From an optimization exercise on the open Yosys and OpenROAD flow, aimed at small area, a short achievable clock period and few clock cycles; shortcuts taken in it are not production practice.
Function was checked by simulation only, so behaviour that the tests miss may differ from the original.

==> flow/design.v, too long to show whole: its modules and the start of the top module <==
// module mul_hi: 348 lines
// module mul_lo: 988 lines
// module Riscv_Multi_Cycle: 187 lines
module Riscv_Multi_Cycle
(
	input 			clk,
	input 			reset,
	output	[31:0]	mem_addr,
	output	[31:0]	mem_wdata,
	output			mem_we,
	input		[31:0]	mem_rdata
);
  // ...
==> flow/flow/run.sh <==
#!/bin/bash
# The standard layout (standard.sh: its synthesis, floorplan, placement, CTS and
# routing, unchanged), run with a stricter setup target for ORFS's timing repair:
# repair_timing aims for SETUP_SLACK_MARGIN ns of slack at the design's clock.
set -euo pipefail
export SETUP_SLACK_MARGIN=7
bash standard.sh > standard.log 2>&1
==> flow/standard.sh <==
#!/bin/bash
# synth_recipe.tcl (not shown) runs the flow's synth.tcl, then flattens the netlist and writes it again
# the make line also repeats each setting of config.mk as NAME=value (left out here)
make -C /OpenROAD-flow-scripts/flow DESIGN_CONFIG=/design/flow/config.mk WORK_HOME=/design/flow/orfs CLKGATE_MAP_FILE= SYNTH_SCRIPT=/design/flow/synth_recipe.tcl "${@:-finish}"
==> flow/config.mk <==
export PLATFORM = sky130hd
export DESIGN_NAME = Riscv_Multi_Cycle
export DESIGN_NICKNAME = Riscv_Multi_Cycle
export VERILOG_FILES = /design/flow/design.v
export SDC_FILE = /design/flow/constraint.sdc
export NUM_CORES = 4
export LEC_CHECK = 0
export CAP_MARGIN = 20
export CORE_MARGIN = 2
export CORE_UTILIZATION = 40
export SLEW_MARGIN = 20
==> flow/constraint.sdc <==
create_clock -name core_clock -period 12.0 [get_ports {clk}]
set_input_delay 2.4000 -clock core_clock [delete_from_list [all_inputs] [get_ports {clk}]]
set_output_delay 2.4000 -clock core_clock [all_outputs]
set_load 0.01 [all_outputs]
==> flow_summary.json, run 1 <==
{
  "io_pins": 99,
  "skew_ns": 0.0242,
  "portBuffers": 98,
  "yosys-top-cells-area": "edfxtp_1, fa_1, a22oi_1",
  "tightest_slew_ns": 1.29,
  "yosys.area_share.simple": 0.0917,
  "met1_usage": 0.453,
  "cp_top_family": "compound AO/OA/AOI/OAI gates",
  "synthFlopType": "edfxtp_1",
  "netlist_instances": 6810,
  "cts-root-buf": "clkbuf_16",
  "relSlewSlack": 0.132,
  "cts_buffers": 138,
  "status": "no timing/DRC/antenna violations",
  "tns_ns": 0,
  "place_inst": 9085,
  "path_class": "in -> reg",
  "wl_per_cell_um": 41.3,
  "num-multi-input-gates": 4591,
  "max_stage_delay_ns": 0.45,
  "drt-initial-drc-count": 13600,
  "critPathCapture": "tgtD[24]",
  "num-nets-final": 7238,
  "core_area_um2": 192000,
  "bufAreaShareNonClock": 0.0580
}
Testbench counts, summed over its fixed seeds: cycles 57,563.
==> module Riscv_Multi_Cycle, before the edit <==
module Riscv_Multi_Cycle
(
	input 			clk,
	input 			reset,
	output	[31:0]	mem_addr,
	output	[31:0]	mem_wdata,
	output			mem_we,
	input		[31:0]	mem_rdata
);
	reg	[31:0]	f_pc;		 
	reg			vD;
	reg	[31:1]	oh1, oh2;	 
	reg	[4:0]	rs1D, rs2D, rdD;
	reg	[19:0]	immD;		 
	reg	[31:0]	tgtD;		 
	reg			d_rtype, d_mul, d_lw, d_sw, d_br, d_bne, d_jal, d_jalr, d_aui;
	reg			d_add, d_and, d_sll, d_slt, d_wr, ptkD;
	reg			vE;
	reg	[31:0]	A, B2;		 
	reg	[31:0]	X;			 
	reg	[4:0]	rdE;
	reg			e_mul, e_lw, e_sw, e_br, e_bne, e_jalr, e_x;
	reg			e_add, e_and, e_sll, e_slt, e_wr, ptkE;
	reg			mul2, mul3;		 
	reg			redir;			 
	reg			s_x, s_t;		 
	reg	[31:1]	valid;		 
	wire	[1023:0]	xf;
	wire			wen;
	wire	[31:0]	wdata;
	assign xf[31:0] = 32'b0;
	genvar gi;
	generate
		for (gi = 1; gi < 32; gi = gi + 1) begin : xr
			reg [31:0] q;
			always @(posedge clk)
				if (wen && rdE == gi) q <= wdata;
			assign xf[32*gi +: 32] = q;
		end
	endgenerate
	always @(posedge clk or negedge reset)
		if (!reset) valid <= 31'b0;
		else if (wen && rdE != 5'd0) valid[rdE] <= 1'b1;
	wire	[31:1]	sel1 = oh1 & valid;
	wire	[31:1]	sel2 = oh2 & valid;
	reg	[31:0]	rs1v, rs2v;
	integer k;
	always @* begin
		rs1v = (oh1[2] & ~valid[2]) ? 32'h7FFFEFFC : 32'b0;
		rs2v = (oh2[2] & ~valid[2]) ? 32'h7FFFEFFC : 32'b0;
		for (k = 1; k < 32; k = k + 1) begin
			rs1v = rs1v | ({32{sel1[k]}} & xf[32*k +: 32]);
			rs2v = rs2v | ({32{sel2[k]}} & xf[32*k +: 32]);
		end
	end
	wire			e_first = vE & ~mul2 & ~mul3;
	wire			e_mem = vE & (e_lw | e_sw);
	wire	[31:0]	sum = A + B2;
	wire	[31:0]	sllv = (|B2[31:5]) ? 32'b0 : (A << B2[4:0]);
	wire			lo_lt = A[10:0] < B2[10:0];
	wire			sltv = B2[11] ? (~&A[31:11] | lo_lt) : (~|A[31:11] & lo_lt);
	wire	[31:0]	alu_res = ({32{e_add | mul3}} & sum) | ({32{e_and}} & (A & B2)) |
							  ({32{e_sll}} & sllv) | {31'b0, e_slt & sltv} |
							  ({32{e_x}} & X);
	wire			taken = e_bne ^ (A == B2);
	wire			squash = e_first & ((e_br & (taken ^ ptkE)) | e_jalr);
	wire	[15:0]	hs, hc;
	wire	[31:0]	ls, lc;
	wire	[31:0]	simmD = {{20{immD[11]}}, immD[11:0]};
	wire	[31:0]	addrD = rs1v + simmD;
	mul_hi mh (.a(A), .b(B2), .s(hs), .c(hc));
	mul_lo ml (.a(A), .b(B2), .xs(X[31:16]), .xc(X[15:0]), .s(ls), .c(lc));
	assign wen   = (e_first & e_wr) | mul3;
	assign wdata = e_lw ? mem_rdata : alu_res;
	wire			e_done = ~vE | mul3 | ~e_mul;
	wire	[31:0]	F = s_x ? X : s_t ? tgtD : f_pc;
	assign mem_addr  = F;
	assign mem_wdata = B2;
	assign mem_we    = e_mem & e_sw;
	wire	[31:0]	i = mem_rdata;
	wire	[4:0]	op = i[6:2];
	wire			is_r   = (op == 5'b01100);
	wire			is_i   = (op == 5'b00100);
	wire			is_aui = (op == 5'b00101);
	wire			is_lw  = (op == 5'b00000);
	wire			is_sw  = (op == 5'b01000);
	wire			is_br  = (op == 5'b11000);
	wire			is_jal = (op == 5'b11011);
	wire			is_jalr= (op == 5'b11001);
	wire			is_alu = (is_r & ~i[25]) | is_i;
	wire	[31:0]	dec1 = 32'b1 << i[19:15];
	wire	[31:0]	dec2 = 32'b1 << i[24:20];
	wire	[20:0]	bj = ~i[2] ? {{9{i[31]}}, i[7], i[30:25], i[11:8], 1'b0} :
							 {i[31], i[19:12], i[20], i[30:21], 1'b0};
	wire	[21:0]	tlo = {1'b0, F[20:0]} + {1'b0, bj};
	wire	[10:0]	fhi_p = F[31:21] + 11'd1;
	wire	[10:0]	fhi_m = F[31:21] - 11'd1;
	wire	[10:0]	thi = (tlo[21] & ~i[31]) ? fhi_p : (~tlo[21] & i[31]) ? fhi_m : F[31:21];
	wire			ptk_in = is_jal | (is_br & i[12]);
	wire			byp1 = wen & (rs1D == rdE) & (rs1D != 5'd0);
	wire			byp2 = wen & (rs2D == rdE) & (rs2D != 5'd0);
	wire			d_adv = e_done & ~((d_lw | d_sw) & byp1);
	wire			ldD = ~e_mem & (d_adv | ~vD);
	wire			s_x_n = squash | (d_adv & vD & ~redir & (d_lw | d_sw));
	wire			s_t_n = ldD ? (~squash & ptk_in) : d_adv ? 1'b0 : (vD & ptkD);
	always @(posedge clk or negedge reset) begin
		if (!reset) begin
			f_pc  <= 32'h00400000;
			vD    <= 1'b0;
			vE    <= 1'b0;
			mul2  <= 1'b0;
			mul3  <= 1'b0;
			redir <= 1'b0;
			s_x   <= 1'b0;
			s_t   <= 1'b0;
		end else begin
			redir <= squash;
			s_x   <= s_x_n;
			s_t   <= s_t_n;
			mul2  <= e_first & e_mul;
			mul3  <= mul2;
			if (ldD) begin
				f_pc <= F + 32'd4;
				vD   <= ~squash;
			end else if (d_adv) begin
				if (vD & ptkD) f_pc <= tgtD;
				vD   <= 1'b0;
			end
			if (d_adv)
				vE   <= vD & ~squash & ~redir;
			else if (e_done)
				vE   <= 1'b0;
		end
	end
	always @(posedge clk) begin
		if (ldD) begin
			tgtD    <= {thi, tlo[20:0]};
			oh1     <= dec1[31:1];
			oh2     <= dec2[31:1];
			rs1D    <= i[19:15];
			rs2D    <= i[24:20];
			rdD     <= i[11:7];
			immD    <= is_aui ? i[31:12] - 20'd1 : {8'b0, is_sw ? {i[31:25], i[11:7]} : i[31:20]};
			d_rtype <= is_r;
			d_mul   <= is_r & i[25];
			d_lw    <= is_lw;
			d_sw    <= is_sw;
			d_br    <= is_br;
			d_bne   <= i[12];
			d_jal   <= is_jal;
			d_jalr  <= is_jalr;
			d_aui   <= is_aui;
			d_add   <= (is_alu & (i[14:12] == 3'b000)) | is_aui;
			d_sll   <= is_alu & (i[14:12] == 3'b001);
			d_slt   <= is_alu & (i[14:12] == 3'b010);
			d_and   <= is_alu & (i[14:12] == 3'b111);
			d_wr    <= is_alu | is_aui | is_jal | is_lw;
			ptkD    <= ptk_in;
		end
		if (d_adv) begin
			A       <= d_aui ? f_pc : byp1 ? wdata : rs1v;
			B2      <= d_aui ? {immD, 12'hFFC} : ~(d_rtype | d_sw | d_br) ? simmD : byp2 ? wdata : rs2v;
			X       <= (d_lw | d_sw) ? addrD : (d_jal | (d_br & ptkD)) ? f_pc : tgtD;
			rdE     <= rdD;
			e_mul   <= d_mul;
			e_lw    <= d_lw;
			e_sw    <= d_sw;
			e_br    <= d_br;
			e_bne   <= d_bne;
			e_jalr  <= d_jalr;
			e_x     <= d_jal;
			e_add   <= d_add;
			e_and   <= d_and;
			e_sll   <= d_sll;
			e_slt   <= d_slt;
			e_wr    <= d_wr;
			ptkE    <= ptkD;
		end else if (e_first & e_mul) begin
			X       <= {hs, hc};
		end else if (mul2) begin
			A       <= ls;
			B2      <= lc;
		end
		if (squash)
			X       <= e_jalr ? A : X;
	end
endmodule
==> inputs of run 2 (changes only) <==
--- a/flow/design.v
+++ b/flow/design.v
@@ -1347,4 +1347,5 @@
 	reg			vD;
 	reg	[31:1]	oh1, oh2;	 
+	reg			i2_1, i2_2;	 
 	reg	[4:0]	rs1D, rs2D, rdD;
 	reg	[19:0]	immD;		 
@@ -1356,5 +1357,5 @@
 	reg	[31:0]	X;			 
 	reg	[4:0]	rdE;
-	reg			e_mul, e_lw, e_sw, e_br, e_bne, e_jalr, e_x;
+	reg			e_mul, e_lw, e_sw, e_br, e_bne, e_x;
 	reg			e_add, e_and, e_sll, e_slt, e_wr, ptkE;
 	reg			mul2, mul3;		 
@@ -1378,14 +1379,12 @@
 		if (!reset) valid <= 31'b0;
 		else if (wen && rdE != 5'd0) valid[rdE] <= 1'b1;
-	wire	[31:1]	sel1 = oh1 & valid;
-	wire	[31:1]	sel2 = oh2 & valid;
 	reg	[31:0]	rs1v, rs2v;
 	integer k;
 	always @* begin
-		rs1v = (oh1[2] & ~valid[2]) ? 32'h7FFFEFFC : 32'b0;
-		rs2v = (oh2[2] & ~valid[2]) ? 32'h7FFFEFFC : 32'b0;
+		rs1v = i2_1 ? 32'h7FFFEFFC : 32'b0;
+		rs2v = i2_2 ? 32'h7FFFEFFC : 32'b0;
 		for (k = 1; k < 32; k = k + 1) begin
-			rs1v = rs1v | ({32{sel1[k]}} & xf[32*k +: 32]);
-			rs2v = rs2v | ({32{sel2[k]}} & xf[32*k +: 32]);
+			rs1v = rs1v | ({32{oh1[k]}} & xf[32*k +: 32]);
+			rs2v = rs2v | ({32{oh2[k]}} & xf[32*k +: 32]);
 		end
 	end
@@ -1400,5 +1399,5 @@
 							  ({32{e_x}} & X);
 	wire			taken = e_bne ^ (A == B2);
-	wire			squash = e_first & ((e_br & (taken ^ ptkE)) | e_jalr);
+	wire			squash = e_first & e_br & (taken ^ ptkE);
 	wire	[15:0]	hs, hc;
 	wire	[31:0]	ls, lc;
@@ -1411,5 +1410,5 @@
 	wire			e_done = ~vE | mul3 | ~e_mul;
 	wire	[31:0]	F = s_x ? X : s_t ? tgtD : f_pc;
-	assign mem_addr  = F;
+	assign mem_addr  = {F[31:2], 2'b00};
 	assign mem_wdata = B2;
 	assign mem_we    = e_mem & e_sw;
@@ -1427,4 +1426,8 @@
 	wire	[31:0]	dec1 = 32'b1 << i[19:15];
 	wire	[31:0]	dec2 = 32'b1 << i[24:20];
+	wire	[31:0]	decw = 32'b1 << rdE;
+	wire	[31:1]	vnext = valid | ({31{wen}} & decw[31:1]);
+	wire	[31:0]	dr1 = 32'b1 << rs1D;
+	wire	[31:0]	dr2 = 32'b1 << rs2D;
 	wire	[20:0]	bj = ~i[2] ? {{9{i[31]}}, i[7], i[30:25], i[11:8], 1'b0} :
 							 {i[31], i[19:12], i[20], i[30:21], 1'b0};
@@ -1436,8 +1439,11 @@
 	wire			byp1 = wen & (rs1D == rdE) & (rs1D != 5'd0);
 	wire			byp2 = wen & (rs2D == rdE) & (rs2D != 5'd0);
-	wire			d_adv = e_done & ~((d_lw | d_sw) & byp1);
-	wire			ldD = ~e_mem & (d_adv | ~vD);
-	wire			s_x_n = squash | (d_adv & vD & ~redir & (d_lw | d_sw));
-	wire			s_t_n = ldD ? (~squash & ptk_in) : d_adv ? 1'b0 : (vD & ptkD);
+	wire			d_adv = e_done & ~((d_lw | d_sw | d_jalr) & byp1);
+	wire			jadv = d_adv & vD & d_jalr;
+	wire			ldD = ~e_mem & (d_adv | ~vD) & ~jadv;
+	wire			d_res = d_br & ~byp1 & ~byp2;
+	wire			d_misp = d_adv & vD & d_res & (d_bne ^ (rs1v == rs2v) ^ ptkD);
+	wire			s_x_n = squash | d_misp | (d_adv & vD & ~redir & (d_lw | d_sw | d_jalr));
+	wire			s_t_n = ldD ? (~squash & ~d_misp & ptk_in) : d_adv ? 1'b0 : (vD & ptkD);
 	always @(posedge clk or negedge reset) begin
 		if (!reset) begin
@@ -1457,6 +1463,6 @@
 			mul3  <= mul2;
 			if (ldD) begin
-				f_pc <= F + 32'd4;
-				vD   <= ~squash;
+				f_pc <= {F[31:2] + 30'd1, 2'b00};
+				vD   <= ~squash & ~d_misp;
 			end else if (d_adv) begin
 				if (vD & ptkD) f_pc <= tgtD;
@@ -1471,7 +1477,9 @@
 	always @(posedge clk) begin
 		if (ldD) begin
-			tgtD    <= {thi, tlo[20:0]};
-			oh1     <= dec1[31:1];
-			oh2     <= dec2[31:1];
+			tgtD    <= {thi, tlo[20:2], 2'b00};
+			oh1     <= dec1[31:1] & vnext;
+			oh2     <= dec2[31:1] & vnext;
+			i2_1    <= dec1[2] & ~vnext[2];
+			i2_2    <= dec2[2] & ~vnext[2];
 			rs1D    <= i[19:15];
 			rs2D    <= i[24:20];
@@ -1494,15 +1502,20 @@
 			ptkD    <= ptk_in;
 		end
+ 		if (!ldD) begin
+			oh1     <= oh1 | ({31{byp1}} & dr1[31:1]);
+			oh2     <= oh2 | ({31{byp2}} & dr2[31:1]);
+			i2_1    <= i2_1 & ~byp1;
+			i2_2    <= i2_2 & ~byp2;
+		end
 		if (d_adv) begin
 			A       <= d_aui ? f_pc : byp1 ? wdata : rs1v;
 			B2      <= d_aui ? {immD, 12'hFFC} : ~(d_rtype | d_sw | d_br) ? simmD : byp2 ? wdata : rs2v;
-			X       <= (d_lw | d_sw) ? addrD : (d_jal | (d_br & ptkD)) ? f_pc : tgtD;
+			X       <= (d_lw | d_sw | d_jalr) ? addrD : (d_jal | (d_br & ptkD)) ? f_pc : tgtD;
 			rdE     <= rdD;
 			e_mul   <= d_mul;
 			e_lw    <= d_lw;
 			e_sw    <= d_sw;
-			e_br    <= d_br;
+			e_br    <= d_br & ~d_res;
 			e_bne   <= d_bne;
-			e_jalr  <= d_jalr;
 			e_x     <= d_jal;
 			e_add   <= d_add;
@@ -1518,6 +1531,6 @@
 			B2      <= lc;
 		end
-		if (squash)
-			X       <= e_jalr ? A : X;
+		if (squash)		 
+			X       <= X;
 	end
 endmodule
--- a/flow/flow/run.sh
+++ b/flow/flow/run.sh
@@ -4,4 +4,4 @@
 # repair_timing aims for SETUP_SLACK_MARGIN ns of slack at the design's clock.
 set -euo pipefail
-export SETUP_SLACK_MARGIN=7
+export SETUP_SLACK_MARGIN=8
 bash standard.sh > standard.log 2>&1
--- a/flow/config.mk
+++ b/flow/config.mk
@@ -8,4 +8,5 @@
 export CAP_MARGIN = 20
 export CORE_MARGIN = 2
-export CORE_UTILIZATION = 40
+export CORE_UTILIZATION = 55
 export SLEW_MARGIN = 20
+export TNS_END_PERCENT = 0
==> run 2 against run 1 <==
Critical endpoint is now B2[21]. Hold slack better by 0.0026 ns. Clock skew is 0.046 ns higher. Global-route usage grew 15 points. Via count rose by 5.5%. Largest cell class unchanged. Utilization up 17 points. Synthesized cell count increased by 2.1%.
==> flow_summary.json, run 2 <==
{
  "status": "no timing/DRC/antenna violations",
  "hold_viol_final": 0,
  "drc": 0,
  "cts_buffer_depth": 3,
  "insertion_delay_ns": 0.84,
  "antenna_found_initial": 33,
  "grtUsageTotal": 0.539,
  "place_inst": 8616,
  "largest_reg_flops": 992,
  "cts.sinks": 1317,
  "crit_path_start_kind": "register",
  "overflow": 0,
  "rr_worst_depth": 14,
  "synth_most_common_cell": "edfxtp_1",
  "grt_max_degree": 121,
  "fmax_mhz": 206,
  "ctsHtreeMaxLevel": 4,
  "synth_async_sr_flop_share": 0.0516,
  "syn_area_um2": 77800,
  "hold_path.startpoint": "d_and",
  "rsz0062_at_grt": "true",
  "wl_per_cell_um": 44.2,
  "rows": 137,
  "cts_buffers": 142,
  "setup_viol": 0,
  "mostFrequentLayoutCells": "edfxtp_1, a22oi_1, a21oi_1, nand2_1, buf_4",
  "synth_commonest_cells": "edfxtp_1, a22oi_1, a21oi_1, clkbuf_1",
  "top_register": "xr.q",
  "relSlewSlack": 0.183,
  "wl_um": 401000,
  "num-nets-final": 7443,
  "r2r_start": "A[10]",
  "netlist_instances": 6954,
  "yosysTopAreaCell": "edfxtp_1",
  "dp_hpwl_um": 244000,
  "syn_area_per_cell_um2": 11.2,
  "timing.final.crit_share": 0.404,
  "finalNonFillerCells": 9073,
  "path_common_cell": "o21ai_0",
  "critPathMaxFanout": 33,
  "syn2layout_area_growth_pct": 15.4,
  "drv_cap": 0,
  "grt_pass1_vias": 67800,
  "die_area_um2": 144000,
  "skew_ns": 0.0698,
  "drt-initial-drc-count": 15800,
  "yosys-top-cells-area": "edfxtp_1, a22oi_1, fa_1",
  "crit_start": "A[10]",
  "drive_above_1_share": 0.161,
  "cts-root-buf": "clkbuf_16",
  "synth_top_area_share": 0.458,
  "tightest_slew_ns": 1.23,
  "grt_pass1_wl_um": 543000,
  "min_path_cells": 0,
  "synthFlopType": "edfxtp_1",
  "io_pins": 99,
  "max_stage_delay_ns": 0.64,
  "critPathRequiredTime_ns": 12.56,
  "path_class": "reg -> reg",
  "vias": 73300,
  "clk_pin_slew_ns": 0.07,
  "drt.antenna.violating_nets": 0,
  "worstSetupEndpointType": "register",
  "crit_arrival_ns": 5.41,
  "dr.pass1.iters": 13,
  "ys_warn_count": 1,
  "core_area_um2": 140000,
  "cp_slowest_cell": "a22oi_1",
  "viasPerCell": 8.07,
  "start_util": 0.556,
  "tritoncts": "built",
  "layout_min_cycle_time_ns": 4.84,
  "path_cells": "buf_6 -> ha_1 -> nand4b_1 -> or4_1 -> nor2_1 -> o21ai_0 -> and2_1 -> xnor2_1 -> a22oi_1 -> a2bb2oi_2 -> buf_4 -> mux2_2 -> a21oi_1 -> o21ai_0",
  "die_w_um": 380,
  "synth_edf_count": 1185,
  "final_common_cell": "edfxtp_1",
  "hold_buffers": 0,
  "synth.distinct_cells": 91,
  "hp-class": "reg -> reg",
  "place.gp.congestion": 1.07,
  "die_h_um": 380,
  "ys_ff_latch": 1317,
  "portBuffers": 96,
  "tns_ns": 0,
  "synth.yosys.seq_area_share": 0.496,
  "slew_violations": 0
}
[run 2: changes by cell type after synthesis, moves of 65 or more]
| cell | delta |
|---|---|
| a22oi_1 | +295 |
| a221oi_1 | -157 |
| a22o_1 | -127 |
| a21oi_1 | +112 |
| clkbuf_1 | -102 |
| nand3_1 | +94 |
| nand2_1 | -68 |
| buf_2 | +66 |
| edfxtp_1 | -65 |
[run 2: layer usage]
layer | wire length [um] | GRT usage | share of wire
met5 | 234 | 0.00331 | 0.00058
met4 | 48800 | 0.468 | 0.12
met3 | 67200 | 0.233 | 0.17
met2 | 160000 | 0.754 | 0.40
met1 | 125000 | 0.632 | 0.31
[run 2: worst max-delay path: cells and delay by family, from the launching register on]
family	cells	cell delay [ns]
adder cells (fa/ha/maj)	1	0.48
multiplexers	1	0.36
flip-flops	1	0.35
AND/OR/NAND/NOR	4	1.32
XOR/XNOR	1	0.15
buffers and inverters	2	0.63
AO/OA/AOI/OAI	5	1.19
[run 2: final timing paths]
check / slack [ns] / to
max in group asynchronous: 9.50 / valid[17]
setup reg to reg: 7.16 / B2[21]
hold reg to reg: 0.42 / e_and
hold / removal: 0.42 / e_and
min in group asynchronous: 1.42 / f_pc[25]
setup / recovery: 7.16 / B2[21]
[run 2: cell families (layout without fill, tap and decap cells)]
family | count (synthesis) | count (layout) | synth area share
compound gates | 2330 | 2331 | 0.212
xor+xnor | 389 | 389 | 0.0438
fa+ha+maj | 372 | 372 | 0.0779
buf+inv | 868 | 1093 | 0.0467
flops | 1317 | 1317 | 0.496
mux | 161 | 161 | 0.0259
other cells | 1 | 18 | 0.0000482
simple gates | 1516 | 1516 | 0.0976
[run 2: through the flow]
| stage | instance area, um2 | utilization | setup WS (ns) | hold slack [ns] |
|---|---|---|---|---|
| after floorplan | 77800 | - | 6.67 | 0.388 |
| after global placement | 81100 | 0.580 | 5.30 | 0.402 |
| after detailed placement | 81100 | 0.580 | 5.28 | 0.405 |
| after CTS | 88400 | 0.632 | 7.32 | 0.418 |
| after global routing | 89700 | 0.641 | 7.17 | 0.420 |
| final | 89700 | 0.641 | 7.16 | 0.421 |
[run 2: area by class of cell]
class / count / area, um2
fillers: 10900 / 50200
flip-flops and latches: 1317 / 38700
multi-input cells: 4771 / 37100
repair buffers: 537 / 5270
clock buffers: 170 / 3740
well taps: 1876 / 2350
clock inverters: 95 / 1290
inverters: 290 / 1190
diodes: 16 / 40.0
repair inverters: 1 / 8.76
[run 2: timing repair]
item,in CTS,in global routing
pin swaps,47,68
buffers inserted,101,52
gates resized for setup,392,198
gates cloned,19,4
hold endpoints to repair,0,0
endpoints found under the setup margin,1383,1153
Testbench counts of run 2, summed over its fixed seeds: cycles 55,858.
==> inputs of run 3 (changes only) <==
==> flow/flow/run.sh (replaced) <==
#!/bin/bash
# The standard layout (standard.sh: its synthesis, floorplan, placement, CTS and
# routing, unchanged) with three settings of ORFS's own:
#  - repair_timing aims for SETUP_SLACK_MARGIN ns of slack at the design's clock;
#  - the buffers that ORFS puts on every input and output port start as buf_4;
#  - CTS adds no dummy loads to the clock tree.
set -euo pipefail
export SETUP_SLACK_MARGIN=8
export BUFFER_PORTS_ARGS="-buffer_cell sky130_fd_sc_hd__buf_4"
export CTS_ARGS="-sink_clustering_enable -repair_clock_nets -dont_use_dummy_load"
bash standard.sh > standard.log 2>&1
==> run 3 against run 2 <==
First-iteration DRC count up 7.3%. Fmax down 1.7%. Count of clock-buffer cells in the layout down 29. Wire length up 2.1%. Register-to-register slack worse by 0.08 ns. Worst setup slack worse by 0.083 ns. Clock skew up 0.034 ns. Sequential share of layout area up 0.89 points. Largest cell class unchanged.
==> flow_summary.json, run 3 <==
{
  "status": "no timing/DRC/antenna violations",
  "ys_warn_count": 1,
  "tns_ns": 0,
  "grt_pass1_wl_um": 552000,
  "drive_above_1_share": 0.157,
  "synth_commonest_cells": "edfxtp_1, a22oi_1, a21oi_1, clkbuf_1",
  "synth_edf_count": 1185,
  "top_register": "xr.q",
  "mostFrequentLayoutCells": "edfxtp_1, a22oi_1, buf_4, a21oi_1, nand2_1",
  "finalNonFillerCells": 8940,
  "dp_hpwl_um": 254000,
  "grtUsageTotal": 0.551,
  "place_inst": 8614,
  "crit_path_start_kind": "register",
  "tritoncts": "built",
  "synth.yosys.seq_area_share": 0.496,
  "crit_arrival_ns": 5.42,
  "cp.depth": 14,
  "portBuffers": 96,
  "worstSetupEndpointType": "register",
  "path_common_cell": "a21oi_1",
  "rr_worst_depth": 14,
  "ctsHtreeMaxLevel": 4,
  "final_common_cell": "edfxtp_1",
  "start_util": 0.556,
  "slew_violations": 0,
  "max_stage_delay_ns": 0.64,
  "netlist_instances": 6954,
  "utilization": 0.629,
  "wl_per_cell_um": 45.8,
  "path_class": "reg -> reg",
  "syn_area_um2": 77800,
  "rsz0062_at_grt": "true",
  "rrSetupSlack_ns": 7.07,
  "design_area_um2": 87900,
  "overflow": 0,
  "insertion_delay_ns": 0.83,
  "routed-wl-met2_um": 161000,
  "die_h_um": 380,
  "synthFlopType": "edfxtp_1",
  "clk_pin_slew_ns": 0.06,
  "cp_slowest_cell": "a21oi_1",
  "tightest_slew_ns": 1.21,
  "critPathRequiredTime_ns": 12.50,
  "drt-initial-drc-count": 16900,
  "synth_async_sr_flop_share": 0.0516,
  "hold_viol_final": 0,
  "wl_um": 410000,
  "largest_reg_flops": 992,
  "die_area_um2": 144000,
  "drt.antenna.violating_nets": 0,
  "die_w_um": 380,
  "cts-root-buf": "clkbuf_16",
  "final.setup.worst_slack_ns": 7.07,
  "yosysTopAreaCell": "edfxtp_1",
  "setup_viol": 0,
  "skew_ns": 0.103,
  "cts.sinks": 1317,
  "path_cells": "buf_8 -> clkinvlp_4 -> buf_4 -> ha_1 -> mux2i_1 -> a21oi_1 -> a21oi_1 -> o21ai_0 -> a2bb2oi_2 -> buf_4 -> nor2_1 -> nor3_1 -> a21oi_1 -> o21ai_0",
  "fmax_mhz": 203,
  "synth.distinct_cells": 91,
  "dr_wl_met3_um": 70100,
  "drc": 0,
  "synth_top_area_share": 0.458,
  "place.gp.congestion": 1.10,
  "wl_met1_um": 128000,
  "vias": 73300,
  "num-nets-final": 7427,
  "placed_area_um2": 80900,
  "cp_num_buf_inv": 4,
  "routed.top_layer": "met5",
  "timing.final.crit_share": 0.411,
  "dr.pass1.iters": 13,
  "relSlewSlack": 0.193,
  "yosys-top-cells-area": "edfxtp_1, a22oi_1, fa_1",
  "layout_min_cycle_time_ns": 4.93,
  "drv_cap": 0,
  "viasPerCell": 8.20,
  "rows": 137,
  "ys_ff_latch": 1317,
  "synth_most_common_cell": "edfxtp_1",
  "dp_slack_ns": 5.94,
  "cp_top_family": "compound AO/OA/AOI/OAI gates",
  "min_path_cells": 0,
  "grt_max_degree": 88,
  "hp-class": "reg -> reg",
  "io_pins": 99,
  "core_area_um2": 140000,
  "syn2layout_area_growth_pct": 13.1,
  "cts_buffer_depth": 3,
  "hold_buffers": 0,
  "antenna_found_initial": 29,
  "cts_buffers": 141,
  "grt_pass1_vias": 67500,
  "syn_area_per_cell_um2": 11.2,
  "critPathMaxFanout": 41
}
[run 3: timing repair]
action                     4_1_cts  5_1_grt
gates resized for setup        347       43
pin swaps                       62       26
buffers inserted               124       15
cloned                          21        3
setup endpoints to repair     1383     1049
[run 3: worst paths after layout]
kind,endpoint,from
setup reg to reg,A[14],B2[0]
hold reg to reg,rdE[2],rdD[2]
max in group asynchronous,s_x,reset
min in group asynchronous,f_pc[27],reset
setup / recovery,A[14],B2[0]
hold / removal,rdE[2],rdD[2]
[run 3: logic make-up after synthesis]
family,after synthesis,share of synthesized area
other,1,0.0000482
multiplexers,161,0.0259
AND/OR/NAND/NOR,1516,0.0976
buffers and inverters,868,0.0467
adder cells (fa/ha/maj),372,0.0779
flip-flops,1317,0.496
AO/OA/AOI/OAI,2330,0.212
XOR/XNOR,389,0.0438
[run 3: final cells by class]
class | count | area (um2)
Inverter | 290 | 1160
Clock buffer | 141 | 3530
Timing Repair inverter | 1 | 7.51
Multi-Input combinational cell | 4771 | 37000
Fill cell | 11000 | 51900
Tap cell | 1876 | 2350
Antenna cell | 22 | 55.1
Timing Repair Buffer | 522 | 5160
Sequential cell | 1317 | 38700
[run 3: layer usage]
| layer | vias to the layer above | global-route usage |
|---|---|---|
| li1 | 27100 | - |
| met1 | 34900 | 0.646 |
| met2 | 8344 | 0.762 |
| met3 | 2984 | 0.259 |
| met4 | 22 | 0.468 |
| met5 | - | 0.00265 |
[run 3: through the flow]
| step | hold slack (ns) |
|---|---|
| CTS | 0.422 |
| floorplan | 0.388 |
| finish | 0.420 |
| detailed placement | 0.405 |
| global route | 0.424 |
| global placement | 0.401 |

==> port drivers added, routing unchanged <==
Ports are ideal in the flow. The routed layouts listed here were re-timed in OpenROAD. Step 1 sets driving cells, clkbuf_16 on the clock port and buf_2 on the other inputs (assumed; they add their load-dependent delay and slew). Step 2 moves the port delays by t, midway between the first and last clock arrival at a register: inputs arrive t later, outputs are due t later. That takes back most of the time a late clock gives input paths. Three values: ideal, step 1, step 2; two values: the first two.
run	t, ns	setup slack, ns	pins driven straight from the clock port
run 1	0.879	6.888 / 6.822 / 5.943	1
run 2	0.891	7.155 / 7.133 / 6.242	1
run 3	0.869	7.072 / 7.072 / 6.278	1
After both steps setup and hold are still met in every run listed. For run 1, which loses most, drivers alone change the setup slack by -0.066 ns; drivers and shift together by -0.945 ns.
